What follows belongs to an exercise in optimizing a design on an open flow for small area; a production flow would make more cautious choices. The RTL was checked by simulation tests, not by an equivalence proof against the original design. Power is estimated from default activity; no workload was simulated.

===== flow/design.v =====
`timescale 1ns/10ps
module fir(data_out, out_enable, data_in, sample_enable, coef_enable, error, clk, reset);
	output [15:0] data_out;
	output out_enable;
	output error;
	input [7:0] data_in;
	input sample_enable;
	input coef_enable;
	input clk;
	input reset;
	localparam S_RESET  = 3'd5;
	localparam S_FILTER = 3'd6;
	localparam S_ERROR  = 3'd7;
	reg [2:0] state;
	reg primed;
	reg [7:0] c0n, c1n, c2n, c3n, c4n;
	reg [7:0] x1n, x2n, x3n, x4n;
	wire [7:0] dn = ~data_in;
	wire ce = coef_enable;
	wire se = sample_enable;
	wire st_reset  = (state == S_RESET);
	wire st_filter = (state == S_FILTER);
	wire st_error  = (state == S_ERROR);
	wire st_coeff  = (state < 3'd5);
	wire st_c0     = (state == 3'd0);
	wire read_coef = ce & ~se & ~st_error;
	wire read_samp = se & ~ce & (st_filter | st_c0);
	assign out_enable = st_filter | (st_c0 & ~ce & se);
	assign error = st_error | (st_reset & se) | (st_coeff & ce & se) |
	               (st_coeff & ~st_c0 & ~ce) | (st_filter & ce & se);
	reg [2:0] nstate;
	always @(*) begin
		nstate = state;
		if (error) nstate = S_ERROR;
		else if (read_coef) nstate = (st_coeff && state != 3'd4) ? state + 3'd1 : (st_coeff ? 3'd0 : 3'd1);
		else if (st_c0) nstate = S_FILTER;
	end
	always @(posedge clk or negedge reset)
		if (~reset) begin
			state <= S_RESET;
			primed <= 1'b0;
		end else begin
			state <= nstate;
			if (st_c0 & ~ce) primed <= 1'b1;
		end
	always @(posedge clk)
		if (read_samp | ~primed) begin
			x1n <= read_samp ? dn : 8'hff;
			x2n <= x1n; x3n <= x2n; x4n <= x3n;
		end
	always @(posedge clk)
		if (read_coef) begin
			c0n <= dn; c1n <= c0n; c2n <= c1n; c3n <= c2n; c4n <= c3n;
		end
	wire p0;
	wire p1;
	wire p2;
	wire p3;
	wire p4;
	wire p5;
	wire p6;
	wire p7;
	wire p8;
	wire p9;
	wire p10;
	wire p11;
	wire p12;
	wire p13;
	wire p14;
	wire p15;
	wire p16;
	wire p17;
	wire p18;
	wire p19;
	wire p20;
	wire p21;
	wire p22;
	wire p23;
	wire p24;
	wire p25;
	wire p26;
	wire p27;
	wire p28;
	wire p29;
	wire p30;
	wire p31;
	wire p32;
	wire p33;
	wire p34;
	wire p35;
	wire p36;
	wire p37;
	wire p38;
	wire p39;
	wire p40;
	wire p41;
	wire p42;
	wire p43;
	wire p44;
	wire p45;
	wire p46;
	wire p47;
	wire p48;
	wire p49;
	wire p50;
	wire p51;
	wire p52;
	wire p53;
	wire p54;
	wire p55;
	wire p56;
	wire p57;
	wire p58;
	wire p59;
	wire p60;
	wire p61;
	wire p62;
	wire p63;
	wire p64;
	wire p65;
	wire p66;
	wire p67;
	wire p68;
	wire p69;
	wire p70;
	wire p71;
	wire p72;
	wire p73;
	wire p74;
	wire p75;
	wire p76;
	wire p77;
	wire p78;
	wire p79;
	wire p80;
	wire p81;
	wire p82;
	wire p83;
	wire p84;
	wire p85;
	wire p86;
	wire p87;
	wire p88;
	wire p89;
	wire p90;
	wire p91;
	wire p92;
	wire p93;
	wire p94;
	wire p95;
	wire p96;
	wire p97;
	wire p98;
	wire p99;
	wire p100;
	wire p101;
	wire p102;
	wire p103;
	wire p104;
	wire p105;
	wire p106;
	wire p107;
	wire p108;
	wire p109;
	wire p110;
	wire p111;
	wire p112;
	wire p113;
	wire p114;
	wire p115;
	wire p116;
	wire p117;
	wire p118;
	wire p119;
	wire p120;
	wire p121;
	wire p122;
	wire p123;
	wire p124;
	wire p125;
	wire p126;
	wire p127;
	wire p128;
	wire p129;
	wire p130;
	wire p131;
	wire p132;
	wire p133;
	wire p134;
	wire p135;
	wire p136;
	wire p137;
	wire p138;
	wire p139;
	wire p140;
	wire p141;
	wire p142;
	wire p143;
	wire p144;
	wire p145;
	wire p146;
	wire p147;
	wire p148;
	wire p149;
	wire p150;
	wire p151;
	wire p152;
	wire p153;
	wire p154;
	wire p155;
	wire p156;
	wire p157;
	wire p158;
	wire p159;
	wire p160;
	wire p161;
	wire p162;
	wire p163;
	wire p164;
	wire p165;
	wire p166;
	wire p167;
	wire p168;
	wire p169;
	wire p170;
	wire p171;
	wire p172;
	wire p173;
	wire p174;
	wire p175;
	wire p176;
	wire p177;
	wire p178;
	wire p179;
	wire p180;
	wire p181;
	wire p182;
	wire p183;
	wire p184;
	wire p185;
	wire p186;
	wire p187;
	wire p188;
	wire p189;
	wire p190;
	wire p191;
	wire p192;
	wire p193;
	wire p194;
	wire p195;
	wire p196;
	wire p197;
	wire p198;
	wire p199;
	wire p200;
	wire p201;
	wire p202;
	wire p203;
	wire p204;
	wire p205;
	wire p206;
	wire p207;
	wire p208;
	wire p209;
	wire p210;
	wire p211;
	wire p212;
	wire p213;
	wire p214;
	wire p215;
	wire p216;
	wire p217;
	wire p218;
	wire p219;
	wire p220;
	wire p221;
	wire p222;
	wire p223;
	wire p224;
	wire p225;
	wire p226;
	wire p227;
	wire p228;
	wire p229;
	wire p230;
	wire p231;
	wire p232;
	wire p233;
	wire p234;
	wire p235;
	wire p236;
	wire p237;
	wire p238;
	wire p239;
	wire p240;
	wire p241;
	wire p242;
	wire p243;
	wire p244;
	wire p245;
	wire p246;
	wire p247;
	wire p248;
	wire p249;
	wire p250;
	wire p251;
	wire p252;
	wire p253;
	wire p254;
	wire p255;
	wire p256;
	wire p257;
	wire p258;
	wire p259;
	wire p260;
	wire p261;
	wire p262;
	wire p263;
	wire p264;
	wire p265;
	wire p266;
	wire p267;
	wire p268;
	wire p269;
	wire p270;
	wire p271;
	wire p272;
	wire p273;
	wire p274;
	wire p275;
	wire p276;
	wire p277;
	wire p278;
	wire p279;
	wire p280;
	wire p281;
	wire p282;
	wire p283;
	wire p284;
	wire p285;
	wire p286;
	wire p287;
	wire p288;
	wire p289;
	wire p290;
	wire p291;
	wire p292;
	wire p293;
	wire p294;
	wire p295;
	wire p296;
	wire p297;
	wire p298;
	wire p299;
	wire p300;
	wire p301;
	wire p302;
	wire p303;
	wire p304;
	wire p305;
	wire p306;
	wire p307;
	wire p308;
	wire p309;
	wire p310;
	wire p311;
	wire p312;
	wire p313;
	wire p314;
	wire p315;
	wire p316;
	wire p317;
	wire p318;
	wire p319;
	wire s320;
	wire k320;
	wire s321;
	wire k321;
	wire s322;
	wire k322;
	wire s323;
	wire k323;
	wire s324;
	wire k324;
	wire s325;
	wire k325;
	wire s326;
	wire k326;
	wire s327;
	wire k327;
	wire s328;
	wire k328;
	wire s329;
	wire k329;
	wire s330;
	wire k330;
	wire s331;
	wire k331;
	wire s332;
	wire k332;
	wire s333;
	wire k333;
	wire s334;
	wire k334;
	wire s335;
	wire k335;
	wire s336;
	wire k336;
	wire s337;
	wire k337;
	wire s338;
	wire k338;
	wire s339;
	wire k339;
	wire s340;
	wire k340;
	wire s341;
	wire k341;
	wire s342;
	wire k342;
	wire s343;
	wire k343;
	wire s344;
	wire k344;
	wire s345;
	wire k345;
	wire s346;
	wire k346;
	wire s347;
	wire k347;
	wire s348;
	wire k348;
	wire s349;
	wire k349;
	wire s350;
	wire k350;
	wire s351;
	wire k351;
	wire s352;
	wire k352;
	wire s353;
	wire k353;
	wire s354;
	wire k354;
	wire s355;
	wire k355;
	wire s356;
	wire k356;
	wire s357;
	wire k357;
	wire s358;
	wire k358;
	wire s359;
	wire k359;
	wire s360;
	wire k360;
	wire s361;
	wire k361;
	wire s362;
	wire k362;
	wire s363;
	wire k363;
	wire s364;
	wire k364;
	wire s365;
	wire k365;
	wire s366;
	wire k366;
	wire s367;
	wire k367;
	wire s368;
	wire k368;
	wire s369;
	wire k369;
	wire s370;
	wire k370;
	wire s371;
	wire k371;
	wire s372;
	wire k372;
	wire s373;
	wire k373;
	wire s374;
	wire k374;
	wire s375;
	wire k375;
	wire s376;
	wire k376;
	wire s377;
	wire k377;
	wire s378;
	wire k378;
	wire s379;
	wire k379;
	wire s380;
	wire k380;
	wire s381;
	wire k381;
	wire s382;
	wire k382;
	wire s383;
	wire k383;
	wire s384;
	wire k384;
	wire s385;
	wire k385;
	wire s386;
	wire k386;
	wire s387;
	wire k387;
	wire s388;
	wire k388;
	wire s389;
	wire k389;
	wire s390;
	wire k390;
	wire s391;
	wire k391;
	wire s392;
	wire k392;
	wire s393;
	wire k393;
	wire s394;
	wire k394;
	wire s395;
	wire k395;
	wire s396;
	wire k396;
	wire s397;
	wire k397;
	wire s398;
	wire k398;
	wire s399;
	wire k399;
	wire s400;
	wire k400;
	wire s401;
	wire k401;
	wire s402;
	wire k402;
	wire s403;
	wire k403;
	wire s404;
	wire k404;
	wire s405;
	wire k405;
	wire s406;
	wire k406;
	wire s407;
	wire k407;
	wire s408;
	wire k408;
	wire s409;
	wire k409;
	wire s410;
	wire k410;
	wire s411;
	wire k411;
	wire s412;
	wire k412;
	wire s413;
	wire k413;
	wire s414;
	wire k414;
	wire s415;
	wire k415;
	wire s416;
	wire k416;
	wire s417;
	wire k417;
	wire s418;
	wire k418;
	wire s419;
	wire k419;
	wire s420;
	wire k420;
	wire s421;
	wire k421;
	wire s422;
	wire k422;
	wire s423;
	wire k423;
	wire s424;
	wire k424;
	wire s425;
	wire k425;
	wire s426;
	wire k426;
	wire s427;
	wire k427;
	wire s428;
	wire k428;
	wire s429;
	wire k429;
	wire s430;
	wire k430;
	wire s431;
	wire k431;
	wire s432;
	wire k432;
	wire s433;
	wire k433;
	wire s434;
	wire k434;
	wire s435;
	wire k435;
	wire s436;
	wire k436;
	wire s437;
	wire k437;
	wire s438;
	wire k438;
	wire s439;
	wire k439;
	wire s440;
	wire k440;
	wire s441;
	wire k441;
	wire s442;
	wire k442;
	wire s443;
	wire k443;
	wire s444;
	wire k444;
	wire s445;
	wire k445;
	wire s446;
	wire k446;
	wire s447;
	wire k447;
	wire s448;
	wire k448;
	wire s449;
	wire k449;
	wire s450;
	wire k450;
	wire s451;
	wire k451;
	wire s452;
	wire k452;
	wire s453;
	wire k453;
	wire s454;
	wire k454;
	wire s455;
	wire k455;
	wire s456;
	wire k456;
	wire s457;
	wire k457;
	wire s458;
	wire k458;
	wire s459;
	wire k459;
	wire s460;
	wire k460;
	wire s461;
	wire k461;
	wire s462;
	wire k462;
	wire s463;
	wire k463;
	wire s464;
	wire k464;
	wire s465;
	wire k465;
	wire s466;
	wire k466;
	wire s467;
	wire k467;
	wire s468;
	wire k468;
	wire s469;
	wire k469;
	wire s470;
	wire k470;
	wire s471;
	wire k471;
	wire s472;
	wire k472;
	wire s473;
	wire k473;
	wire s474;
	wire k474;
	wire s475;
	wire k475;
	wire s476;
	wire k476;
	wire s477;
	wire k477;
	wire s478;
	wire k478;
	wire s479;
	wire k479;
	wire s480;
	wire k480;
	wire s481;
	wire k481;
	wire s482;
	wire k482;
	wire s483;
	wire k483;
	wire s484;
	wire k484;
	wire s485;
	wire k485;
	wire s486;
	wire k486;
	wire s487;
	wire k487;
	wire s488;
	wire k488;
	wire s489;
	wire k489;
	wire s490;
	wire k490;
	wire s491;
	wire k491;
	wire s492;
	wire k492;
	wire s493;
	wire k493;
	wire s494;
	wire k494;
	wire s495;
	wire k495;
	wire s496;
	wire k496;
	wire s497;
	wire k497;
	wire s498;
	wire k498;
	wire s499;
	wire k499;
	wire s500;
	wire k500;
	wire s501;
	wire k501;
	wire s502;
	wire k502;
	wire s503;
	wire k503;
	wire s504;
	wire k504;
	wire s505;
	wire k505;
	wire s506;
	wire k506;
	wire s507;
	wire k507;
	wire s508;
	wire k508;
	wire s509;
	wire k509;
	wire s510;
	wire k510;
	wire s511;
	wire k511;
	wire s512;
	wire k512;
	wire s513;
	wire k513;
	wire s514;
	wire k514;
	wire s515;
	wire k515;
	wire s516;
	wire k516;
	wire s517;
	wire k517;
	wire s518;
	wire k518;
	wire s519;
	wire k519;
	wire s520;
	wire k520;
	wire s521;
	wire k521;
	wire s522;
	wire k522;
	wire s523;
	wire k523;
	wire s524;
	wire k524;
	wire s525;
	wire k525;
	wire s526;
	wire k526;
	wire s527;
	wire k527;
	wire s528;
	wire k528;
	wire s529;
	wire k529;
	wire s530;
	wire k530;
	wire s531;
	wire k531;
	wire s532;
	wire k532;
	wire s533;
	wire k533;
	wire s534;
	wire k534;
	wire s535;
	wire k535;
	wire s536;
	wire k536;
	wire s537;
	wire k537;
	wire s538;
	wire k538;
	wire s539;
	wire k539;
	wire s540;
	wire k540;
	wire s541;
	wire k541;
	wire s542;
	wire k542;
	wire s543;
	wire k543;
	wire s544;
	wire k544;
	wire s545;
	wire k545;
	wire s546;
	wire k546;
	wire s547;
	wire k547;
	wire s548;
	wire k548;
	wire s549;
	wire k549;
	wire s550;
	wire k550;
	wire s551;
	wire k551;
	wire s552;
	wire k552;
	wire s553;
	wire k553;
	wire s554;
	wire k554;
	wire s555;
	wire k555;
	wire s556;
	wire k556;
	wire s557;
	wire k557;
	wire s558;
	wire k558;
	wire s559;
	wire k559;
	wire s560;
	wire k560;
	wire s561;
	wire k561;
	wire s562;
	wire k562;
	wire s563;
	wire k563;
	wire s564;
	wire k564;
	wire s565;
	wire k565;
	wire s566;
	wire k566;
	wire s567;
	wire k567;
	wire s568;
	wire k568;
	wire s569;
	wire k569;
	wire s570;
	wire k570;
	wire s571;
	wire k571;
	wire s572;
	wire k572;
	wire s573;
	wire k573;
	wire s574;
	wire k574;
	wire s575;
	wire k575;
	wire s576;
	wire k576;
	wire s577;
	wire k577;
	wire s578;
	wire k578;
	wire s579;
	wire k579;
	wire s580;
	wire k580;
	wire s581;
	wire k581;
	wire s582;
	wire k582;
	wire s583;
	wire k583;
	wire s584;
	wire k584;
	wire s585;
	wire k585;
	wire s586;
	wire k586;
	wire s587;
	wire k587;
	wire s588;
	wire k588;
	wire s589;
	wire k589;
	wire s590;
	wire k590;
	wire s591;
	wire k591;
	wire s592;
	wire k592;
	wire s593;
	wire k593;
	wire s594;
	wire k594;
	wire s595;
	wire k595;
	wire s596;
	wire k596;
	wire s597;
	wire k597;
	wire s598;
	wire k598;
	wire s599;
	wire k599;
	wire s600;
	wire k600;
	wire s601;
	wire k601;
	wire s602;
	wire k602;
	wire s603;
	wire k603;
	wire s604;
	wire k604;
	wire s605;
	wire k605;
	wire s606;
	wire k606;
	wire s607;
	wire k607;
	wire s608;
	wire k608;
	wire s609;
	wire k609;
	wire s610;
	wire k610;
	wire s611;
	wire k611;
	wire s612;
	wire k612;
	wire s613;
	wire k613;
	wire s614;
	wire k614;
	wire s615;
	wire k615;
	wire s616;
	wire k616;
	wire s617;
	wire k617;
	wire s618;
	wire k618;
	wire s619;
	wire k619;
	wire s620;
	wire k620;
	wire s621;
	wire k621;
	wire s622;
	wire k622;
	wire s623;
	wire k623;
	wire s624;
	wire k624;
	wire s625;
	wire k625;
	wire s626;
	wire k626;
	wire o627;
	wire o628;
	wire r629;
	wire o630;
	wire r631;
	wire o632;
	wire r633;
	wire o634;
	assign p0 = ~(c4n[0] | dn[0]);
	assign p1 = ~(c4n[0] | dn[1]);
	assign p2 = ~(c4n[0] | dn[2]);
	assign p3 = ~(c4n[0] | dn[3]);
	assign p4 = ~(c4n[0] | dn[4]);
	assign p5 = ~(c4n[0] | dn[5]);
	assign p6 = ~(c4n[0] | dn[6]);
	assign p7 = ~(c4n[0] | dn[7]);
	assign p8 = ~(c4n[1] | dn[0]);
	assign p9 = ~(c4n[1] | dn[1]);
	assign p10 = ~(c4n[1] | dn[2]);
	assign p11 = ~(c4n[1] | dn[3]);
	assign p12 = ~(c4n[1] | dn[4]);
	assign p13 = ~(c4n[1] | dn[5]);
	assign p14 = ~(c4n[1] | dn[6]);
	assign p15 = ~(c4n[1] | dn[7]);
	assign p16 = ~(c4n[2] | dn[0]);
	assign p17 = ~(c4n[2] | dn[1]);
	assign p18 = ~(c4n[2] | dn[2]);
	assign p19 = ~(c4n[2] | dn[3]);
	assign p20 = ~(c4n[2] | dn[4]);
	assign p21 = ~(c4n[2] | dn[5]);
	assign p22 = ~(c4n[2] | dn[6]);
	assign p23 = ~(c4n[2] | dn[7]);
	assign p24 = ~(c4n[3] | dn[0]);
	assign p25 = ~(c4n[3] | dn[1]);
	assign p26 = ~(c4n[3] | dn[2]);
	assign p27 = ~(c4n[3] | dn[3]);
	assign p28 = ~(c4n[3] | dn[4]);
	assign p29 = ~(c4n[3] | dn[5]);
	assign p30 = ~(c4n[3] | dn[6]);
	assign p31 = ~(c4n[3] | dn[7]);
	assign p32 = ~(c4n[4] | dn[0]);
	assign p33 = ~(c4n[4] | dn[1]);
	assign p34 = ~(c4n[4] | dn[2]);
	assign p35 = ~(c4n[4] | dn[3]);
	assign p36 = ~(c4n[4] | dn[4]);
	assign p37 = ~(c4n[4] | dn[5]);
	assign p38 = ~(c4n[4] | dn[6]);
	assign p39 = ~(c4n[4] | dn[7]);
	assign p40 = ~(c4n[5] | dn[0]);
	assign p41 = ~(c4n[5] | dn[1]);
	assign p42 = ~(c4n[5] | dn[2]);
	assign p43 = ~(c4n[5] | dn[3]);
	assign p44 = ~(c4n[5] | dn[4]);
	assign p45 = ~(c4n[5] | dn[5]);
	assign p46 = ~(c4n[5] | dn[6]);
	assign p47 = ~(c4n[5] | dn[7]);
	assign p48 = ~(c4n[6] | dn[0]);
	assign p49 = ~(c4n[6] | dn[1]);
	assign p50 = ~(c4n[6] | dn[2]);
	assign p51 = ~(c4n[6] | dn[3]);
	assign p52 = ~(c4n[6] | dn[4]);
	assign p53 = ~(c4n[6] | dn[5]);
	assign p54 = ~(c4n[6] | dn[6]);
	assign p55 = ~(c4n[6] | dn[7]);
	assign p56 = ~(c4n[7] | dn[0]);
	assign p57 = ~(c4n[7] | dn[1]);
	assign p58 = ~(c4n[7] | dn[2]);
	assign p59 = ~(c4n[7] | dn[3]);
	assign p60 = ~(c4n[7] | dn[4]);
	assign p61 = ~(c4n[7] | dn[5]);
	assign p62 = ~(c4n[7] | dn[6]);
	assign p63 = ~(c4n[7] | dn[7]);
	assign p64 = ~(c3n[0] | x1n[0]);
	assign p65 = ~(c3n[0] | x1n[1]);
	assign p66 = ~(c3n[0] | x1n[2]);
	assign p67 = ~(c3n[0] | x1n[3]);
	assign p68 = ~(c3n[0] | x1n[4]);
	assign p69 = ~(c3n[0] | x1n[5]);
	assign p70 = ~(c3n[0] | x1n[6]);
	assign p71 = ~(c3n[0] | x1n[7]);
	assign p72 = ~(c3n[1] | x1n[0]);
	assign p73 = ~(c3n[1] | x1n[1]);
	assign p74 = ~(c3n[1] | x1n[2]);
	assign p75 = ~(c3n[1] | x1n[3]);
	assign p76 = ~(c3n[1] | x1n[4]);
	assign p77 = ~(c3n[1] | x1n[5]);
	assign p78 = ~(c3n[1] | x1n[6]);
	assign p79 = ~(c3n[1] | x1n[7]);
	assign p80 = ~(c3n[2] | x1n[0]);
	assign p81 = ~(c3n[2] | x1n[1]);
	assign p82 = ~(c3n[2] | x1n[2]);
	assign p83 = ~(c3n[2] | x1n[3]);
	assign p84 = ~(c3n[2] | x1n[4]);
	assign p85 = ~(c3n[2] | x1n[5]);
	assign p86 = ~(c3n[2] | x1n[6]);
	assign p87 = ~(c3n[2] | x1n[7]);
	assign p88 = ~(c3n[3] | x1n[0]);
	assign p89 = ~(c3n[3] | x1n[1]);
	assign p90 = ~(c3n[3] | x1n[2]);
	assign p91 = ~(c3n[3] | x1n[3]);
	assign p92 = ~(c3n[3] | x1n[4]);
	assign p93 = ~(c3n[3] | x1n[5]);
	assign p94 = ~(c3n[3] | x1n[6]);
	assign p95 = ~(c3n[3] | x1n[7]);
	assign p96 = ~(c3n[4] | x1n[0]);
	assign p97 = ~(c3n[4] | x1n[1]);
	assign p98 = ~(c3n[4] | x1n[2]);
	assign p99 = ~(c3n[4] | x1n[3]);
	assign p100 = ~(c3n[4] | x1n[4]);
	assign p101 = ~(c3n[4] | x1n[5]);
	assign p102 = ~(c3n[4] | x1n[6]);
	assign p103 = ~(c3n[4] | x1n[7]);
	assign p104 = ~(c3n[5] | x1n[0]);
	assign p105 = ~(c3n[5] | x1n[1]);
	assign p106 = ~(c3n[5] | x1n[2]);
	assign p107 = ~(c3n[5] | x1n[3]);
	assign p108 = ~(c3n[5] | x1n[4]);
	assign p109 = ~(c3n[5] | x1n[5]);
	assign p110 = ~(c3n[5] | x1n[6]);
	assign p111 = ~(c3n[5] | x1n[7]);
	assign p112 = ~(c3n[6] | x1n[0]);
	assign p113 = ~(c3n[6] | x1n[1]);
	assign p114 = ~(c3n[6] | x1n[2]);
	assign p115 = ~(c3n[6] | x1n[3]);
	assign p116 = ~(c3n[6] | x1n[4]);
	assign p117 = ~(c3n[6] | x1n[5]);
	assign p118 = ~(c3n[6] | x1n[6]);
	assign p119 = ~(c3n[6] | x1n[7]);
	assign p120 = ~(c3n[7] | x1n[0]);
	assign p121 = ~(c3n[7] | x1n[1]);
	assign p122 = ~(c3n[7] | x1n[2]);
	assign p123 = ~(c3n[7] | x1n[3]);
	assign p124 = ~(c3n[7] | x1n[4]);
	assign p125 = ~(c3n[7] | x1n[5]);
	assign p126 = ~(c3n[7] | x1n[6]);
	assign p127 = ~(c3n[7] | x1n[7]);
	assign p128 = ~(c2n[0] | x2n[0]);
	assign p129 = ~(c2n[0] | x2n[1]);
	assign p130 = ~(c2n[0] | x2n[2]);
	assign p131 = ~(c2n[0] | x2n[3]);
	assign p132 = ~(c2n[0] | x2n[4]);
	assign p133 = ~(c2n[0] | x2n[5]);
	assign p134 = ~(c2n[0] | x2n[6]);
	assign p135 = ~(c2n[0] | x2n[7]);
	assign p136 = ~(c2n[1] | x2n[0]);
	assign p137 = ~(c2n[1] | x2n[1]);
	assign p138 = ~(c2n[1] | x2n[2]);
	assign p139 = ~(c2n[1] | x2n[3]);
	assign p140 = ~(c2n[1] | x2n[4]);
	assign p141 = ~(c2n[1] | x2n[5]);
	assign p142 = ~(c2n[1] | x2n[6]);
	assign p143 = ~(c2n[1] | x2n[7]);
	assign p144 = ~(c2n[2] | x2n[0]);
	assign p145 = ~(c2n[2] | x2n[1]);
	assign p146 = ~(c2n[2] | x2n[2]);
	assign p147 = ~(c2n[2] | x2n[3]);
	assign p148 = ~(c2n[2] | x2n[4]);
	assign p149 = ~(c2n[2] | x2n[5]);
	assign p150 = ~(c2n[2] | x2n[6]);
	assign p151 = ~(c2n[2] | x2n[7]);
	assign p152 = ~(c2n[3] | x2n[0]);
	assign p153 = ~(c2n[3] | x2n[1]);
	assign p154 = ~(c2n[3] | x2n[2]);
	assign p155 = ~(c2n[3] | x2n[3]);
	assign p156 = ~(c2n[3] | x2n[4]);
	assign p157 = ~(c2n[3] | x2n[5]);
	assign p158 = ~(c2n[3] | x2n[6]);
	assign p159 = ~(c2n[3] | x2n[7]);
	assign p160 = ~(c2n[4] | x2n[0]);
	assign p161 = ~(c2n[4] | x2n[1]);
	assign p162 = ~(c2n[4] | x2n[2]);
	assign p163 = ~(c2n[4] | x2n[3]);
	assign p164 = ~(c2n[4] | x2n[4]);
	assign p165 = ~(c2n[4] | x2n[5]);
	assign p166 = ~(c2n[4] | x2n[6]);
	assign p167 = ~(c2n[4] | x2n[7]);
	assign p168 = ~(c2n[5] | x2n[0]);
	assign p169 = ~(c2n[5] | x2n[1]);
	assign p170 = ~(c2n[5] | x2n[2]);
	assign p171 = ~(c2n[5] | x2n[3]);
	assign p172 = ~(c2n[5] | x2n[4]);
	assign p173 = ~(c2n[5] | x2n[5]);
	assign p174 = ~(c2n[5] | x2n[6]);
	assign p175 = ~(c2n[5] | x2n[7]);
	assign p176 = ~(c2n[6] | x2n[0]);
	assign p177 = ~(c2n[6] | x2n[1]);
	assign p178 = ~(c2n[6] | x2n[2]);
	assign p179 = ~(c2n[6] | x2n[3]);
	assign p180 = ~(c2n[6] | x2n[4]);
	assign p181 = ~(c2n[6] | x2n[5]);
	assign p182 = ~(c2n[6] | x2n[6]);
	assign p183 = ~(c2n[6] | x2n[7]);
	assign p184 = ~(c2n[7] | x2n[0]);
	assign p185 = ~(c2n[7] | x2n[1]);
	assign p186 = ~(c2n[7] | x2n[2]);
	assign p187 = ~(c2n[7] | x2n[3]);
	assign p188 = ~(c2n[7] | x2n[4]);
	assign p189 = ~(c2n[7] | x2n[5]);
	assign p190 = ~(c2n[7] | x2n[6]);
	assign p191 = ~(c2n[7] | x2n[7]);
	assign p192 = ~(c1n[0] | x3n[0]);
	assign p193 = ~(c1n[0] | x3n[1]);
	assign p194 = ~(c1n[0] | x3n[2]);
	assign p195 = ~(c1n[0] | x3n[3]);
	assign p196 = ~(c1n[0] | x3n[4]);
	assign p197 = ~(c1n[0] | x3n[5]);
	assign p198 = ~(c1n[0] | x3n[6]);
	assign p199 = ~(c1n[0] | x3n[7]);
	assign p200 = ~(c1n[1] | x3n[0]);
	assign p201 = ~(c1n[1] | x3n[1]);
	assign p202 = ~(c1n[1] | x3n[2]);
	assign p203 = ~(c1n[1] | x3n[3]);
	assign p204 = ~(c1n[1] | x3n[4]);
	assign p205 = ~(c1n[1] | x3n[5]);
	assign p206 = ~(c1n[1] | x3n[6]);
	assign p207 = ~(c1n[1] | x3n[7]);
	assign p208 = ~(c1n[2] | x3n[0]);
	assign p209 = ~(c1n[2] | x3n[1]);
	assign p210 = ~(c1n[2] | x3n[2]);
	assign p211 = ~(c1n[2] | x3n[3]);
	assign p212 = ~(c1n[2] | x3n[4]);
	assign p213 = ~(c1n[2] | x3n[5]);
	assign p214 = ~(c1n[2] | x3n[6]);
	assign p215 = ~(c1n[2] | x3n[7]);
	assign p216 = ~(c1n[3] | x3n[0]);
	assign p217 = ~(c1n[3] | x3n[1]);
	assign p218 = ~(c1n[3] | x3n[2]);
	assign p219 = ~(c1n[3] | x3n[3]);
	assign p220 = ~(c1n[3] | x3n[4]);
	assign p221 = ~(c1n[3] | x3n[5]);
	assign p222 = ~(c1n[3] | x3n[6]);
	assign p223 = ~(c1n[3] | x3n[7]);
	assign p224 = ~(c1n[4] | x3n[0]);
	assign p225 = ~(c1n[4] | x3n[1]);
	assign p226 = ~(c1n[4] | x3n[2]);
	assign p227 = ~(c1n[4] | x3n[3]);
	assign p228 = ~(c1n[4] | x3n[4]);
	assign p229 = ~(c1n[4] | x3n[5]);
	assign p230 = ~(c1n[4] | x3n[6]);
	assign p231 = ~(c1n[4] | x3n[7]);
	assign p232 = ~(c1n[5] | x3n[0]);
	assign p233 = ~(c1n[5] | x3n[1]);
	assign p234 = ~(c1n[5] | x3n[2]);
	assign p235 = ~(c1n[5] | x3n[3]);
	assign p236 = ~(c1n[5] | x3n[4]);
	assign p237 = ~(c1n[5] | x3n[5]);
	assign p238 = ~(c1n[5] | x3n[6]);
	assign p239 = ~(c1n[5] | x3n[7]);
	assign p240 = ~(c1n[6] | x3n[0]);
	assign p241 = ~(c1n[6] | x3n[1]);
	assign p242 = ~(c1n[6] | x3n[2]);
	assign p243 = ~(c1n[6] | x3n[3]);
	assign p244 = ~(c1n[6] | x3n[4]);
	assign p245 = ~(c1n[6] | x3n[5]);
	assign p246 = ~(c1n[6] | x3n[6]);
	assign p247 = ~(c1n[6] | x3n[7]);
	assign p248 = ~(c1n[7] | x3n[0]);
	assign p249 = ~(c1n[7] | x3n[1]);
	assign p250 = ~(c1n[7] | x3n[2]);
	assign p251 = ~(c1n[7] | x3n[3]);
	assign p252 = ~(c1n[7] | x3n[4]);
	assign p253 = ~(c1n[7] | x3n[5]);
	assign p254 = ~(c1n[7] | x3n[6]);
	assign p255 = ~(c1n[7] | x3n[7]);
	assign p256 = ~(c0n[0] | x4n[0]);
	assign p257 = ~(c0n[0] | x4n[1]);
	assign p258 = ~(c0n[0] | x4n[2]);
	assign p259 = ~(c0n[0] | x4n[3]);
	assign p260 = ~(c0n[0] | x4n[4]);
	assign p261 = ~(c0n[0] | x4n[5]);
	assign p262 = ~(c0n[0] | x4n[6]);
	assign p263 = ~(c0n[0] | x4n[7]);
	assign p264 = ~(c0n[1] | x4n[0]);
	assign p265 = ~(c0n[1] | x4n[1]);
	assign p266 = ~(c0n[1] | x4n[2]);
	assign p267 = ~(c0n[1] | x4n[3]);
	assign p268 = ~(c0n[1] | x4n[4]);
	assign p269 = ~(c0n[1] | x4n[5]);
	assign p270 = ~(c0n[1] | x4n[6]);
	assign p271 = ~(c0n[1] | x4n[7]);
	assign p272 = ~(c0n[2] | x4n[0]);
	assign p273 = ~(c0n[2] | x4n[1]);
	assign p274 = ~(c0n[2] | x4n[2]);
	assign p275 = ~(c0n[2] | x4n[3]);
	assign p276 = ~(c0n[2] | x4n[4]);
	assign p277 = ~(c0n[2] | x4n[5]);
	assign p278 = ~(c0n[2] | x4n[6]);
	assign p279 = ~(c0n[2] | x4n[7]);
	assign p280 = ~(c0n[3] | x4n[0]);
	assign p281 = ~(c0n[3] | x4n[1]);
	assign p282 = ~(c0n[3] | x4n[2]);
	assign p283 = ~(c0n[3] | x4n[3]);
	assign p284 = ~(c0n[3] | x4n[4]);
	assign p285 = ~(c0n[3] | x4n[5]);
	assign p286 = ~(c0n[3] | x4n[6]);
	assign p287 = ~(c0n[3] | x4n[7]);
	assign p288 = ~(c0n[4] | x4n[0]);
	assign p289 = ~(c0n[4] | x4n[1]);
	assign p290 = ~(c0n[4] | x4n[2]);
	assign p291 = ~(c0n[4] | x4n[3]);
	assign p292 = ~(c0n[4] | x4n[4]);
	assign p293 = ~(c0n[4] | x4n[5]);
	assign p294 = ~(c0n[4] | x4n[6]);
	assign p295 = ~(c0n[4] | x4n[7]);
	assign p296 = ~(c0n[5] | x4n[0]);
	assign p297 = ~(c0n[5] | x4n[1]);
	assign p298 = ~(c0n[5] | x4n[2]);
	assign p299 = ~(c0n[5] | x4n[3]);
	assign p300 = ~(c0n[5] | x4n[4]);
	assign p301 = ~(c0n[5] | x4n[5]);
	assign p302 = ~(c0n[5] | x4n[6]);
	assign p303 = ~(c0n[5] | x4n[7]);
	assign p304 = ~(c0n[6] | x4n[0]);
	assign p305 = ~(c0n[6] | x4n[1]);
	assign p306 = ~(c0n[6] | x4n[2]);
	assign p307 = ~(c0n[6] | x4n[3]);
	assign p308 = ~(c0n[6] | x4n[4]);
	assign p309 = ~(c0n[6] | x4n[5]);
	assign p310 = ~(c0n[6] | x4n[6]);
	assign p311 = ~(c0n[6] | x4n[7]);
	assign p312 = ~(c0n[7] | x4n[0]);
	assign p313 = ~(c0n[7] | x4n[1]);
	assign p314 = ~(c0n[7] | x4n[2]);
	assign p315 = ~(c0n[7] | x4n[3]);
	assign p316 = ~(c0n[7] | x4n[4]);
	assign p317 = ~(c0n[7] | x4n[5]);
	assign p318 = ~(c0n[7] | x4n[6]);
	assign p319 = ~(c0n[7] | x4n[7]);
	fir_fa u320 (p128, p192, p256, s320, k320);
	fir_fa u321 (p64, s320, p0, s321, k321);
	fir_fa u322 (p129, p136, p193, s322, k322);
	fir_fa u323 (p200, p257, p264, s323, k323);
	fir_fa u324 (p65, p72, k320, s324, k324);
	fir_fa u325 (s322, s323, s324, s325, k325);
	fir_fa u326 (s325, p1, p8, s326, k326);
	fir_ha u327 (k321, s326, s327, k327);
	fir_fa u328 (p130, p137, p144, s328, k328);
	fir_fa u329 (p194, p201, p208, s329, k329);
	fir_fa u330 (p258, p265, p272, s330, k330);
	fir_fa u331 (p66, p73, p80, s331, k331);
	fir_fa u332 (k322, k323, s328, s332, k332);
	fir_fa u333 (s329, s330, s331, s333, k333);
	fir_fa u334 (k324, s332, s333, s334, k334);
	fir_fa u335 (k325, s334, p16, s335, k335);
	fir_fa u336 (p2, p9, k326, s336, k336);
	fir_fa u337 (s335, k327, s336, s337, k337);
	fir_fa u338 (p131, p138, p145, s338, k338);
	fir_fa u339 (p152, p195, p202, s339, k339);
	fir_fa u340 (p209, p216, p259, s340, k340);
	fir_fa u341 (p266, p273, p280, s341, k341);
	fir_fa u342 (p67, p74, p81, s342, k342);
	fir_fa u343 (p88, k328, k329, s343, k343);
	fir_fa u344 (k330, k331, s338, s344, k344);
	fir_fa u345 (s339, s340, s341, s345, k345);
	fir_fa u346 (s342, k332, k333, s346, k346);
	fir_fa u347 (s343, s344, s345, s347, k347);
	fir_fa u348 (k334, s346, s347, s348, k348);
	fir_fa u349 (s348, p10, p17, s349, k349);
	fir_fa u350 (p24, p3, k335, s350, k350);
	fir_fa u351 (s349, k336, s350, s351, k351);
	fir_ha u352 (k337, s351, s352, k352);
	fir_fa u353 (p132, p139, p146, s353, k353);
	fir_fa u354 (p153, p160, p196, s354, k354);
	fir_fa u355 (p203, p210, p217, s355, k355);
	fir_fa u356 (p224, p260, p267, s356, k356);
	fir_fa u357 (p274, p281, p288, s357, k357);
	fir_fa u358 (p68, p75, p82, s358, k358);
	fir_fa u359 (p89, p96, k338, s359, k359);
	fir_fa u360 (k339, k340, k341, s360, k360);
	fir_fa u361 (k342, s353, s354, s361, k361);
	fir_fa u362 (s355, s356, s357, s362, k362);
	fir_fa u363 (s358, k343, s359, s363, k363);
	fir_fa u364 (k344, k345, s360, s364, k364);
	fir_fa u365 (s361, s362, k346, s365, k365);
	fir_fa u366 (s363, k347, s364, s366, k366);
	fir_fa u367 (s365, k348, s366, s367, k367);
	fir_fa u368 (p11, p18, p25, s368, k368);
	fir_fa u369 (p32, p4, s367, s369, k369);
	fir_fa u370 (k349, s368, s369, s370, k370);
	fir_fa u371 (k350, s370, k351, s371, k371);
	fir_ha u372 (k352, s371, s372, k372);
	fir_fa u373 (p104, p133, p140, s373, k373);
	fir_fa u374 (p147, p154, p161, s374, k374);
	fir_fa u375 (p168, p197, p204, s375, k375);
	fir_fa u376 (p211, p218, p225, s376, k376);
	fir_fa u377 (p232, p261, p268, s377, k377);
	fir_fa u378 (p275, p282, p289, s378, k378);
	fir_fa u379 (p296, p69, p76, s379, k379);
	fir_fa u380 (p83, p90, p97, s380, k380);
	fir_fa u381 (k353, k354, k355, s381, k381);
	fir_fa u382 (k356, k357, k358, s382, k382);
	fir_fa u383 (s373, s374, s375, s383, k383);
	fir_fa u384 (s376, s377, s378, s384, k384);
	fir_fa u385 (s379, s380, k359, s385, k385);
	fir_fa u386 (k360, k361, k362, s386, k386);
	fir_fa u387 (s381, s382, s383, s387, k387);
	fir_fa u388 (s384, s385, k363, s388, k388);
	fir_fa u389 (k364, s386, s387, s389, k389);
	fir_fa u390 (k365, s388, k366, s390, k390);
	fir_fa u391 (s389, p12, p19, s391, k391);
	fir_fa u392 (p26, p33, p40, s392, k392);
	fir_fa u393 (p5, s390, k367, s393, k393);
	fir_fa u394 (k368, s391, s392, s394, k394);
	fir_fa u395 (k369, s393, k370, s395, k395);
	fir_fa u396 (s394, s395, k371, s396, k396);
	fir_ha u397 (k372, s396, s397, k397);
	fir_fa u398 (p105, p112, p134, s398, k398);
	fir_fa u399 (p141, p148, p155, s399, k399);
	fir_fa u400 (p162, p169, p176, s400, k400);
	fir_fa u401 (p198, p205, p212, s401, k401);
	fir_fa u402 (p219, p226, p233, s402, k402);
	fir_fa u403 (p240, p262, p269, s403, k403);
	fir_fa u404 (p276, p283, p290, s404, k404);
	fir_fa u405 (p297, p304, p70, s405, k405);
	fir_fa u406 (p77, p84, p91, s406, k406);
	fir_fa u407 (p98, k373, k374, s407, k407);
	fir_fa u408 (k375, k376, k377, s408, k408);
	fir_fa u409 (k378, k379, k380, s409, k409);
	fir_fa u410 (s398, s399, s400, s410, k410);
	fir_fa u411 (s401, s402, s403, s411, k411);
	fir_fa u412 (s404, s405, s406, s412, k412);
	fir_fa u413 (k381, k382, k383, s413, k413);
	fir_fa u414 (k384, s407, s408, s414, k414);
	fir_fa u415 (s409, s410, s411, s415, k415);
	fir_fa u416 (s412, k385, k386, s416, k416);
	fir_fa u417 (s413, k387, s414, s417, k417);
	fir_fa u418 (s415, k388, s416, s418, k418);
	fir_fa u419 (k389, s417, k390, s419, k419);
	fir_fa u420 (p13, p20, p27, s420, k420);
	fir_fa u421 (p34, p41, p48, s421, k421);
	fir_fa u422 (p6, s418, k391, s422, k422);
	fir_fa u423 (k392, s419, k393, s423, k423);
	fir_fa u424 (s420, s421, s422, s424, k424);
	fir_fa u425 (k394, s423, s424, s425, k425);
	fir_fa u426 (k395, s425, k396, s426, k426);
	fir_ha u427 (k397, s426, s427, k427);
	fir_fa u428 (p106, p113, p120, s428, k428);
	fir_fa u429 (p135, p142, p149, s429, k429);
	fir_fa u430 (p156, p163, p170, s430, k430);
	fir_fa u431 (p177, p184, p199, s431, k431);
	fir_fa u432 (p206, p213, p220, s432, k432);
	fir_fa u433 (p227, p234, p241, s433, k433);
	fir_fa u434 (p248, p263, p270, s434, k434);
	fir_fa u435 (p277, p284, p291, s435, k435);
	fir_fa u436 (p298, p305, p312, s436, k436);
	fir_fa u437 (p71, p78, p85, s437, k437);
	fir_fa u438 (p92, p99, k398, s438, k438);
	fir_fa u439 (k399, k400, k401, s439, k439);
	fir_fa u440 (k402, k403, k404, s440, k440);
	fir_fa u441 (k405, k406, s428, s441, k441);
	fir_fa u442 (s429, s430, s431, s442, k442);
	fir_fa u443 (s432, s433, s434, s443, k443);
	fir_fa u444 (s435, s436, s437, s444, k444);
	fir_fa u445 (k407, k408, k409, s445, k445);
	fir_fa u446 (s438, k410, k411, s446, k446);
	fir_fa u447 (k412, s439, s440, s447, k447);
	fir_fa u448 (s441, s442, s443, s448, k448);
	fir_fa u449 (s444, k413, k414, s449, k449);
	fir_fa u450 (s445, s446, s447, s450, k450);
	fir_fa u451 (k415, s448, k416, s451, k451);
	fir_fa u452 (s449, k417, s450, s452, k452);
	fir_fa u453 (k418, s451, p14, s453, k453);
	fir_fa u454 (p21, p28, p35, s454, k454);
	fir_fa u455 (p42, p49, p56, s455, k455);
	fir_fa u456 (p7, s452, k419, s456, k456);
	fir_fa u457 (k420, k421, s453, s457, k457);
	fir_fa u458 (s454, s455, k422, s458, k458);
	fir_fa u459 (s456, k423, s457, s459, k459);
	fir_fa u460 (k424, s458, s459, s460, k460);
	fir_fa u461 (k425, s460, k426, s461, k461);
	fir_ha u462 (k427, s461, s462, k462);
	fir_fa u463 (p100, p107, p114, s463, k463);
	fir_fa u464 (p121, p143, p150, s464, k464);
	fir_fa u465 (p157, p164, p171, s465, k465);
	fir_fa u466 (p178, p185, p207, s466, k466);
	fir_fa u467 (p214, p221, p228, s467, k467);
	fir_fa u468 (p235, p242, p249, s468, k468);
	fir_fa u469 (p271, p278, p285, s469, k469);
	fir_fa u470 (p292, p299, p306, s470, k470);
	fir_fa u471 (p313, p79, p86, s471, k471);
	fir_fa u472 (p93, k428, k429, s472, k472);
	fir_fa u473 (k430, k431, k432, s473, k473);
	fir_fa u474 (k433, k434, k435, s474, k474);
	fir_fa u475 (k436, k437, s463, s475, k475);
	fir_fa u476 (s464, s465, s466, s476, k476);
	fir_fa u477 (s467, s468, s469, s477, k477);
	fir_fa u478 (s470, s471, k438, s478, k478);
	fir_fa u479 (k439, k440, k441, s479, k479);
	fir_fa u480 (k442, k443, k444, s480, k480);
	fir_fa u481 (s472, s473, s474, s481, k481);
	fir_fa u482 (s475, s476, s477, s482, k482);
	fir_fa u483 (s478, k445, k446, s483, k483);
	fir_fa u484 (k447, s479, s480, s484, k484);
	fir_fa u485 (s481, k448, s482, s485, k485);
	fir_fa u486 (k449, s483, k450, s486, k486);
	fir_fa u487 (s484, s485, k451, s487, k487);
	fir_fa u488 (p15, p22, p29, s488, k488);
	fir_fa u489 (p36, p43, p50, s489, k489);
	fir_fa u490 (p57, s486, k452, s490, k490);
	fir_fa u491 (s487, k453, k454, s491, k491);
	fir_fa u492 (k455, s488, s489, s492, k492);
	fir_fa u493 (s490, k456, k457, s493, k493);
	fir_fa u494 (s491, s492, k458, s494, k494);
	fir_fa u495 (s493, k459, s494, s495, k495);
	fir_fa u496 (k460, s495, k461, s496, k496);
	fir_ha u497 (k462, s496, s497, k497);
	fir_fa u498 (p101, p108, p115, s498, k498);
	fir_fa u499 (p122, p151, p158, s499, k499);
	fir_fa u500 (p165, p172, p179, s500, k500);
	fir_fa u501 (p186, p215, p222, s501, k501);
	fir_fa u502 (p229, p236, p243, s502, k502);
	fir_fa u503 (p250, p279, p286, s503, k503);
	fir_fa u504 (p293, p300, p307, s504, k504);
	fir_fa u505 (p314, p87, p94, s505, k505);
	fir_fa u506 (k463, k464, k465, s506, k506);
	fir_fa u507 (k466, k467, k468, s507, k507);
	fir_fa u508 (k469, k470, k471, s508, k508);
	fir_fa u509 (s498, s499, s500, s509, k509);
	fir_fa u510 (s501, s502, s503, s510, k510);
	fir_fa u511 (s504, s505, k472, s511, k511);
	fir_fa u512 (k473, k474, k475, s512, k512);
	fir_fa u513 (k476, k477, s506, s513, k513);
	fir_fa u514 (s507, s508, s509, s514, k514);
	fir_fa u515 (s510, k478, k479, s515, k515);
	fir_fa u516 (s511, k480, k481, s516, k516);
	fir_fa u517 (s512, s513, k482, s517, k517);
	fir_fa u518 (s514, s515, k483, s518, k518);
	fir_fa u519 (k484, s516, k485, s519, k519);
	fir_fa u520 (s517, p23, p30, s520, k520);
	fir_fa u521 (p37, p44, p51, s521, k521);
	fir_fa u522 (p58, s518, k486, s522, k522);
	fir_fa u523 (s519, k487, k488, s523, k523);
	fir_fa u524 (k489, s520, s521, s524, k524);
	fir_fa u525 (k490, s522, k491, s525, k525);
	fir_fa u526 (s523, k492, s524, s526, k526);
	fir_fa u527 (k493, s525, s526, s527, k527);
	fir_fa u528 (k494, s527, k495, s528, k528);
	fir_fa u529 (s528, k496, k497, s529, k529);
	fir_fa u530 (p102, p109, p116, s530, k530);
	fir_fa u531 (p123, p159, p166, s531, k531);
	fir_fa u532 (p173, p180, p187, s532, k532);
	fir_fa u533 (p223, p230, p237, s533, k533);
	fir_fa u534 (p244, p251, p287, s534, k534);
	fir_fa u535 (p294, p301, p308, s535, k535);
	fir_fa u536 (p315, p95, k498, s536, k536);
	fir_fa u537 (k499, k500, k501, s537, k537);
	fir_fa u538 (k502, k503, k504, s538, k538);
	fir_fa u539 (k505, s530, s531, s539, k539);
	fir_fa u540 (s532, s533, s534, s540, k540);
	fir_fa u541 (s535, k506, k507, s541, k541);
	fir_fa u542 (k508, s536, k509, s542, k542);
	fir_fa u543 (k510, s537, s538, s543, k543);
	fir_fa u544 (s539, s540, k511, s544, k544);
	fir_fa u545 (k512, k513, s541, s545, k545);
	fir_fa u546 (s542, k514, s543, s546, k546);
	fir_fa u547 (k515, s544, k516, s547, k547);
	fir_fa u548 (k517, s545, s546, s548, k548);
	fir_fa u549 (k518, p31, p38, s549, k549);
	fir_fa u550 (p45, p52, p59, s550, k550);
	fir_fa u551 (s547, k519, s548, s551, k551);
	fir_fa u552 (k520, k521, k522, s552, k552);
	fir_fa u553 (s549, s550, s551, s553, k553);
	fir_fa u554 (k523, k524, s552, s554, k554);
	fir_fa u555 (s553, k525, k526, s555, k555);
	fir_fa u556 (s554, k527, s555, s556, k556);
	fir_fa u557 (s556, k528, k529, s557, k557);
	fir_fa u558 (p103, p110, p117, s558, k558);
	fir_fa u559 (p124, p167, p174, s559, k559);
	fir_fa u560 (p181, p188, p231, s560, k560);
	fir_fa u561 (p238, p245, p252, s561, k561);
	fir_fa u562 (p295, p302, p309, s562, k562);
	fir_fa u563 (p316, k530, k531, s563, k563);
	fir_fa u564 (k532, k533, k534, s564, k564);
	fir_fa u565 (k535, s558, s559, s565, k565);
	fir_fa u566 (s560, s561, s562, s566, k566);
	fir_fa u567 (k536, k537, k538, s567, k567);
	fir_fa u568 (k539, k540, s563, s568, k568);
	fir_fa u569 (s564, s565, s566, s569, k569);
	fir_fa u570 (k541, k542, k543, s570, k570);
	fir_fa u571 (s567, s568, s569, s571, k571);
	fir_fa u572 (k544, k545, s570, s572, k572);
	fir_fa u573 (k546, s571, k547, s573, k573);
	fir_fa u574 (p39, p46, p53, s574, k574);
	fir_fa u575 (p60, k548, s572, s575, k575);
	fir_fa u576 (s573, k549, k550, s576, k576);
	fir_fa u577 (s574, k551, s575, s577, k577);
	fir_fa u578 (k552, s576, k553, s578, k578);
	fir_fa u579 (s577, k554, s578, s579, k579);
	fir_fa u580 (k555, s579, k556, s580, k580);
	fir_fa u581 (p111, p118, p125, s581, k581);
	fir_fa u582 (p175, p182, p189, s582, k582);
	fir_fa u583 (p239, p246, p253, s583, k583);
	fir_fa u584 (p303, p310, p317, s584, k584);
	fir_fa u585 (k558, k559, k560, s585, k585);
	fir_fa u586 (k561, k562, s581, s586, k586);
	fir_fa u587 (s582, s583, s584, s587, k587);
	fir_fa u588 (k563, k564, k565, s588, k588);
	fir_fa u589 (k566, s585, s586, s589, k589);
	fir_fa u590 (s587, k567, k568, s590, k590);
	fir_fa u591 (s588, s589, k569, s591, k591);
	fir_fa u592 (k570, s590, k571, s592, k592);
	fir_fa u593 (s591, k572, p47, s593, k593);
	fir_fa u594 (p54, p61, s592, s594, k594);
	fir_fa u595 (k573, k574, k575, s595, k595);
	fir_fa u596 (s593, s594, k576, s596, k596);
	fir_fa u597 (s595, k577, s596, s597, k597);
	fir_fa u598 (k578, s597, k579, s598, k598);
	fir_ha u599 (s598, k580, s599, k599);
	fir_fa u600 (p119, p126, p183, s600, k600);
	fir_fa u601 (p190, p247, p254, s601, k601);
	fir_fa u602 (p311, p318, k581, s602, k602);
	fir_fa u603 (k582, k583, k584, s603, k603);
	fir_fa u604 (s600, s601, k585, s604, k604);
	fir_fa u605 (s602, k586, k587, s605, k605);
	fir_fa u606 (s603, s604, k588, s606, k606);
	fir_fa u607 (k589, s605, k590, s607, k607);
	fir_fa u608 (s606, k591, s607, s608, k608);
	fir_fa u609 (p55, p62, k592, s609, k609);
	fir_fa u610 (s608, k593, k594, s610, k610);
	fir_fa u611 (s609, k595, s610, s611, k611);
	fir_fa u612 (k596, s611, k597, s612, k612);
	fir_fa u613 (s612, k598, k599, s613, k613);
	fir_fa u614 (p127, p191, p255, s614, k614);
	fir_fa u615 (p319, k600, k601, s615, k615);
	fir_fa u616 (s614, k602, k603, s616, k616);
	fir_fa u617 (s615, k604, s616, s617, k617);
	fir_fa u618 (k605, k606, s617, s618, k618);
	fir_fa u619 (k607, p63, s618, s619, k619);
	fir_fa u620 (k608, k609, s619, s620, k620);
	fir_fa u621 (k610, s620, k611, s621, k621);
	fir_fa u622 (s621, k612, k613, s622, k622);
	fir_fa u623 (k614, k615, k616, s623, k623);
	fir_fa u624 (s623, k617, k618, s624, k624);
	fir_fa u625 (s624, k619, k620, s625, k625);
	fir_fa u626 (s625, k621, k622, s626, k626);
	assign o627 = s580 ^ k557;
	assign o628 = s599 ^ (k557 & s580);
	assign r629 = s580 & s599;
	assign o630 = s613 ^ (k557 & r629);
	assign r631 = r629 & s613;
	assign o632 = s622 ^ (k557 & r631);
	assign r633 = r631 & s622;
	assign o634 = s626 ^ (k557 & r633);
	assign data_out = {o634, o632, o630, o628, o627, s557, s529, s497, s462, s427, s397, s372, s352, s337, s327, s321};
endmodule
module fir_fa(input a, input b, input c, output s, output co);
	assign s = a ^ b ^ c;
	assign co = (a & b) | (c & (a ^ b));
endmodule
module fir_ha(input a, input b, output s, output co);
	assign s = a ^ b;
	assign co = a & b;
endmodule

===== flow/flow/run.sh =====
#!/bin/bash
# The standard layout, with smaller port buffers and a clock tree built
# from small clock buffers without dummy balancing loads.
set -uo pipefail
bash standard.sh \
  "BUFFER_PORTS_ARGS=-buffer_cell sky130_fd_sc_hd__buf_1" \
  "CTS_ARGS=-sink_clustering_enable -repair_clock_nets -buf_list sky130_fd_sc_hd__clkbuf_16 -root_buf sky130_fd_sc_hd__clkbuf_16 -sink_clustering_size 80 -sink_clustering_max_diameter 500 -dont_use_dummy_load" \
  finish > standard_make.log 2>&1

===== flow/standard.sh =====
#!/bin/bash
# synth_recipe.tcl (not shown) runs the flow's synth.tcl, then flattens the netlist and writes it again
# the make line also repeats each setting of config.mk as NAME=value (left out here)
make -C /OpenROAD-flow-scripts/flow DESIGN_CONFIG=/design/flow/config.mk WORK_HOME=/design/flow/orfs CLKGATE_MAP_FILE= SYNTH_SCRIPT=/design/flow/synth_recipe.tcl "${@:-finish}"

===== flow/config.mk =====
export PLATFORM = sky130hd
export DESIGN_NAME = fir
export DESIGN_NICKNAME = fir
export VERILOG_FILES = /design/flow/design.v
export SDC_FILE = /design/flow/constraint.sdc
export NUM_CORES = 4
export LEC_CHECK = 0
export CAP_MARGIN = 20
export CORE_MARGIN = 2
export CORE_UTILIZATION = 40
export SLEW_MARGIN = 20
export SYNTH_HIERARCHICAL = 1

===== flow/constraint.sdc =====
create_clock -name core_clock -period 12.0 [get_ports {clk}]
set_input_delay 2.4000 -clock core_clock [delete_from_list [all_inputs] [get_ports {clk}]]
set_output_delay 2.4000 -clock core_clock [all_outputs]
set_load 0.01 [all_outputs]

==> results.tsv, run 1 <==
stage	metric	value	unit
synthesis	synth_cell_type_count	28	
timing	fin_crit	10.54	ns
finish	area_growth	3.49	%
critical_path	worstSetupEndpointType	primary output	
synthesis	synth_edf_count	72	
synthesis	async_flop_share	0.0526	
power_and_ir_drop	powerDensity	60.4	mW/mm²
run_status	run_status	complete, no violations	
routing	vias	6148	
power_and_ir_drop	pwr-share-clk	0.363	
hold_path	hold-path-cell-count	1	
critical_path	r2r_slack	9.76	ns
placement	port_buffers	29	
power_and_ir_drop	ir_drop	0.0722	mV
finish	drive_gt1_frac	0.0225	
placement	hpwl	20800	µm
timing	finalHoldViolations	0	
synthesis	avgSynthCellArea	12.1	µm²
finish	final_area	0.0107	mm²
power_and_ir_drop	power_frac_comb	0.191	
clock_tree	cts.htree.levels	3	
critical_path	crit_chain	nor2_1, fa_1, fa_1, fa_1, fa_1, fa_1, fa_1, fa_1, fa_1, fa_1, fa_1, fa_1, fa_1, ha_1, fa_1, fa_1, ha_1, xor2_1, buf_1	
floorplanning	die-area	0.0271	mm²
power_and_ir_drop	p_leak	5.01	nW
timing	rsz0062_at_grt	no	
routing	viasPerCell	5.44	
finish	antenna_cells	0	
floorplanning	start_util	0.409	
clock_tree	ctsResizeCount	0	
critical_path	startpoint_type	flop	
floorplanning	die_h	165	µm
placement	globalplace.congestion	0.975	
routing	drt_iter0_markers	566	
clock_tree	tritoncts	done	
power_and_ir_drop	switching_share	0.271	
synthesis	seq_area_frac_synth	0.219	
global_routing	antenna_found_initial	0	
synthesis	synth_ff_type	edfxtp_1	
global_routing	first_global_vias	7067	
timing	skew	0.0173	ns
critical_path	cpMostUsedCell	fa_1	
routing	drt_first_pass_iters	5	
routing	drt-total-wl	25500	µm
critical_path	max_stage_delay	0.58	ns
global_routing	grt_max_degree	45	
critical_path	crit_arrival	8.14	ns
global_routing	grt_overflow	0	
synthesis	syn_inst	850	
timing	finalCritPeriodShare	0.878	
routing	ant_nets	0	
critical_path	crit_slowest_cell	edfxtp_1	
timing	slew_violations	0	
timing	setup_viol	0	
clock_tree	cts.sinks	76	
floorplanning	rows	58	
global_routing	grtUsageTotal	0.208	
synthesis	synth_nets	1175	
clock_tree	cts_buffers	9	
power_and_ir_drop	finalPower	646	µW
finish	final_net_count	1128	
critical_path	required	9.60	ns
timing	finalSetupTns	0	ns
synthesis	ys_ff_latch	76	
clock_tree	clockBufferDepth	2	
power_and_ir_drop	seqPwrFrac	0.447	
finish	final_cell_mix	nor2_1 (322), fa_1 (299), edfxtp_1 (72), buf_1 (29), ha_1 (14)	
floorplanning	pin_count	30	
critical_path	reg2reg_depth	6	
clock_tree	clkLatencyLatePin	0.35	ns
clock_tree	path_clk_slew	0.06	ns
floorplanning	coreArea	0.0253	mm²
synthesis	syn_area	0.0103	mm²
timing	slew_headroom	0.561	
power_and_ir_drop	switchingPower	175	µW
routing	wl_per_cell	22.6	µm
timing	max_freq	94.9	MHz
routing	drc	0	
timing	tightest_slew	0.658	ns
placement	post_dp_cell_area	0.0105	mm²
clock_tree	cts_hold_buf	0	
clock_tree	postCtsSetupBuffers	0	
critical_path	critPathKind	flop to primary output	
power_and_ir_drop	internal_power	471	µW
finish	final_common_cell	nor2_1	
clock_tree	cts-root-buf	clkbuf_16	
critical_path	crit_path_max_fanout	9	
hold_path	hp-class	flop to flop	
global_routing	grt_pass1_wl	41100	µm
run	max_cap_violations	0	
synthesis	yosysWarnings	7	
floorplanning	die-width	165	µm
## critical path, delay by kind of cell, from the launching register on
kind | cells | cell delay, ns
AND/OR/NAND/NOR | 1 | 0.21
flip-flops | 1 | 0.58
buffers and inverters | 1 | 0.16
XOR/XNOR | 1 | 0.14
adder cells (fa/ha/maj) | 16 | 6.69
## final cells by class
cell class | count | area, µm²
inverters | 13 | 48.8
multi-input cells | 672 | 7610
flip-flops and latches | 76 | 2260
clock buffers | 9 | 225
repair buffers | 31 | 124
well taps | 330 | 413
fillers | 2371 | 14600
## Yosys stat by module, one instance, submodules excluded
module	area, µm²	flops+latches	times used
fir_ha	12.5	0	8
fir_fa	20.0	0	299
fir	4240	76	1
## power by group through the flow
stage,Combinational (mW),Clock [mW],Sequential [mW]
3_3_place_gp,0.124,0,0.294
5_1_grt,0.144,0.246,0.288
3_5_place_dp,0.126,0,0.294
2_1_floorplan,0.124,0,0.294
6_report,0.123,0.234,0.288
4_1_cts,0.127,0.238,0.288
## cell families after synthesis
family,Yosys count,synth area share
AOI/OAI and AO/OA,10,0.00897
xor gates and xnor gates,4,0.00339
adders and majority gates,313,0.597
buffers and inverters,102,0.0436
DFF,76,0.219
and+or+nand+nor,345,0.128
## per-stage QoR
step / std cells / hold WS (ns) / worst slack (ns) / utilization
detailed placement: 1122 / 0.468 / 1.77 / 0.414
global placement: 1122 / 0.462 / 1.83 / 0.414
finish: 1131 / 0.489 / 1.46 / 0.423
floorplan: 850 / 0.424 / 2.23 / -
global route: 1131 / 0.505 / 1.14 / 0.423
CTS: 1131 / 0.486 / 1.41 / 0.423
## worst paths after layout
kind,from,to
worst max-delay path,x3n[2],data_out[12]
worst min-delay path,primed,primed
worst max register to register,state[0],x1n[2]
worst min register to register,primed,primed
max in group asynchronous,reset,state[2]
min in group asynchronous,reset,state[1]
## flip-flops by register name, indices dropped and copies added (netlist names), 3 cells and up
| signal | cells |
|---|---|
| c2n | 8 |
| c3n | 8 |
| c1n | 8 |
| x4n | 8 |
| c4n | 8 |
| x1n | 8 |
| state | 3 |
| x3n | 8 |
| x2n | 8 |
| c0n | 8 |
## metal layers
layer,share of wire,GRT usage,up-vias,routed length [µm]
met5,0,0,-,0
met4,0.031,0.0640,0,802
met3,0.073,0.0362,54,1880
met2,0.51,0.351,303,13100
met1,0.38,0.276,3332,9730
li1,-,-,2459,-
## cell usage after synthesis, types with 2 or more instances
cell      count  share of area
clkinv_1      8         0.0029
xnor2_1       2         0.0017
nand2b_1      3         0.0018
nand2_1      13         0.0047
nand3_1       3         0.0015
fa_1        299           0.58
edfxtp_1     72           0.21
xor2_1        2         0.0017
o21ai_0       3         0.0015
nor2_1      322           0.12
dfrtp_1       2         0.0048
ha_1         14          0.017
clkbuf_1     72          0.026
buf_4        16          0.012
dfstp_2       2         0.0051
inv_1         5         0.0018
==> inputs of run 2 (changes only) <==
==> flow/run.sh (new file) <==
#!/bin/bash
# synth_recipe.tcl (not shown) runs the flow's synth.tcl, then flattens the netlist and writes it again
# the make line also repeats each setting of config.mk as NAME=value (left out here)
make -C /OpenROAD-flow-scripts/flow DESIGN_CONFIG=/design/flow/config.mk WORK_HOME=/design/flow/orfs CLKGATE_MAP_FILE= SYNTH_SCRIPT=/design/flow/synth_recipe.tcl finish
removed: flow/flow/run.sh
removed: flow/standard.sh
==> run 2 against run 1 <==
Still clean on timing, DRC and antenna. Die area unchanged. Flip-flop and latch count unchanged. Clock power increased by 12%. Hold slack got worse by 0.011 ns. Combinational power increased by 28%. Clock skew decreased by 0.0083 ns. Worst setup slack got worse by 0.42 ns. Sequential power about the same. Cell area increased by 2.2%. Final cell count increased by 0.71%. Sequential share of layout area decreased by 0.47 points. Critical endpoint unchanged.
==> results.tsv, run 2 <==
stage	metric	value	unit
critical_path	r2r-end	x1n[3]	
clock_tree	cts.sinks	76	
timing	finalSetupTns	0	ns
routing	vias	6258	
timing	fin_crit	10.95	ns
synthesis	yosysMostFrequentCell	nor2_1	
critical_path	r2r_slack	9.70	ns
placement	dpl_worst_slack	1.18	ns
placement	dp_cells	1123	
timing	tightest_slew	0.608	ns
synthesis	synth_nets	1175	
clock_tree	clkLatencyLatePin	0.34	ns
clock_tree	cts.htree.levels	3	
timing	max_freq	91.3	MHz
timing	setup_viol	0	
clock_tree	cts_buffers	9	
clock_tree	cts-root-buf	clkbuf_16	
floorplanning	pin_count	30	
routing	drt_first_pass_iters	5	
global_routing	first_global_vias	7234	
timing	finalHoldViolations	0	
synthesis	synth_cell_type_count	28	
hold_path	hold-path-cell-count	1	
synthesis	synth_edf_count	72	
global_routing	antenna_found_initial	0	
floorplanning	coreArea	0.0253	mm²
placement	port_buffers	29	
critical_path	crit_slowest_cell	edfxtp_1	
routing	drc	0	
critical_path	worst-path-buf-inv	1	
synthesis	yosysWarnings	7	
finish	fin_cells	1139	
synthesis	seq_area_frac_synth	0.219	
global_routing	grt_overflow	0	
routing	wl_per_cell	22.7	µm
synthesis	synth_top_cell_by_area	fa_1	
finish	antenna_cells	0	
synthesis	synth_ff_type	edfxtp_1	
floorplanning	start_util	0.409	
critical_path	critPathKind	flop to primary output	
clock_tree	cts_hold_buf	0	
routing	viasPerCell	5.49	
global_routing	grt_max_degree	41	
timing	rsz0062_at_grt	no	
floorplanning	die-area	0.0271	mm²
synthesis	synth_top_area_frac	0.580	
timing	slew_violations	0	
run_status	run_status	complete, no violations	
critical_path	cp_top_family	adder cells	
critical_path	cpMostUsedCell	fa_1	
critical_path	crit_path_max_fanout	9	
placement	globalplace.congestion	0.930	
critical_path	reg2reg_depth	6	
critical_path	crit_arrival	8.55	ns
clock_tree	path_clk_slew	0.07	ns
clock_tree	clockBufferDepth	2	
power_and_ir_drop	p_leak	5.11	nW
critical_path	reg2reg_from	state[1]	
synthesis	avgSynthCellArea	12.1	µm²
floorplanning	die_h	165	µm
finish	drive_gt1_frac	0.0309	
hold_path	hp-class	flop to flop	
timing	skew	0.00898	ns
routing	drt-total-wl	25800	µm
hold_path	hold_end	primed	
synthesis	synth_common_cells	nor2_1 (322), fa_1 (299), clkbuf_1 (72), edfxtp_1 (72), buf_4 (16)	
critical_path	worstSetupEndpointType	primary output	
floorplanning	die-width	165	µm
synthesis	async_flop_share	0.0526	
routing	drt_iter0_markers	411	
clock_tree	ctsResizeCount	0	
synthesis	syn_inst	850	
finish	area_growth	5.82	%
global_routing	grt_pass1_wl	41400	µm
timing	finalCritPeriodShare	0.913	
critical_path	crit_chain	nor2_1, fa_1, fa_1, fa_1, fa_1, fa_1, fa_1, fa_1, fa_1, fa_1, fa_1, fa_1, fa_1, ha_1, fa_1, fa_1, ha_1, xor2_1, clkdlybuf4s50_1	
critical_path	startpoint	x1n[2]	
finish	final_net_count	1129	
run	max_cap_violations	0	
timing	slew_headroom	0.595	
routing	ant_nets	0	
critical_path	startpoint_type	flop	
timing	final.setup.worst_slack	1.05	ns
critical_path	max_stage_delay	0.71	ns
placement	hpwl	20100	µm
synthesis	ys_ff_latch	76	
power_and_ir_drop	powerDensity	64.8	mW/mm²
global_routing	grtUsageTotal	0.209	
floorplanning	rows	58	
finish	fin_util	0.433	
synthesis	synthTopCellsByArea	fa_1 (58%), edfxtp_1 (21%), nor2_1 (12%)	
power_and_ir_drop	ir_drop	0.0531	mV
finish	final_common_cell	nor2_1	
finish	final_cell_mix	nor2_1 (322), fa_1 (299), edfxtp_1 (72), clkdlybuf4s50_1 (29), ha_1 (14)	
timing	finalHoldWorstSlack	0.478	ns
hold_path	min_from	primed	
clock_tree	postCtsSetupBuffers	0	
clock_tree	tritoncts	done	
synthesis	syn_area	0.0103	mm²
critical_path	required	9.60	ns
## run 2: power breakdown
group | switching [mW] | total [mW] | internal [mW]
clock network | 0.122 | 0.263 | 0.141
registers | 0.000106 | 0.288 | 0.288
logic | 0.0717 | 0.157 | 0.0854
## run 2: layout make-up
| type | instances | area, µm² |
|---|---|---|
| Multi-Input combinational cell | 672 | 7610 |
| Clock buffer | 9 | 225 |
| Tap cell | 330 | 413 |
| Inverter | 13 | 48.8 |
| Clock inverter | 7 | 51.3 |
| Timing Repair Buffer | 32 | 313 |
| Sequential cell | 76 | 2260 |
| Fill cell | 2327 | 14300 |
## run 2: how the worst max path moves through the flow
stage	endpoint	slack, ns	cells past startpoint
after floorplan	data_out[12]	2.23	20
after global placement	data_out[12]	1.22	16
after detailed placement	data_out[12]	1.18	16
after CTS	data_out[12]	0.99	19
after global routing	data_out[15]	0.73	20
final	data_out[12]	1.05	19
## run 2: cells by family (layout without fill, tap and decap cells)
logic type,after synthesis,after routing,synth area share
buf+inv,102,61,0.0436
flops,76,76,0.219
xor+xnor,4,4,0.00339
fa+ha+maj,313,313,0.597
simple gates,345,345,0.128
compound gates,10,10,0.00897
## run 2: per-layer routing
layer  global-route usage  vias to the layer above  wire (µm)
met5                    0                        -          0
met4               0.0858                        0       1050
met3               0.0394                       69       1960
met2                0.339                      305      12800
met1                0.279                     3415      10100
li1                     -                     2469          -
## run 2: per-module statistics from Yosys (local to each module, per instance)
module  cells inside  flip-flops and latches  copies in the design
fir_ha             1                       0                     8
fir              543                      76                     1
fir_fa             1                       0                   299
## run 2: per-stage QoR
step                instance area [µm²]  power (mW)
floorplan                         10300       0.418
global placement                  10700       0.453
detailed placement                10700       0.454
CTS                               10900       0.720
global route                      10900       0.744
finish                            10900       0.709

==> port drivers added, routing unchanged <==
How much do the figures lean on ideal ports? The routed layouts below were timed once more, with nothing changed but the port constraints.
Step 1 sets driving cells, clkbuf_16 on the clock port and buf_2 on the other inputs (assumed; they add their load-dependent delay and slew).
Step 2, shift: input delay + t, output delay - t, t = (earliest + latest rising clock arrival at the registers) / 2. This alone moves slack from input paths to output paths.
Slacks: no drivers / after step 1 / after step 2; pairs: no drivers / after step 1.
run | t, ns | setup WS [ns] | worst setup path after step 2
run 1 | 0.382 | 1.465 / 1.423 / 1.804 | register to output
run 2 | 0.383 | 1.048 / 1.006 / 1.212 | input to output
After both steps setup and hold are still met in every run listed.
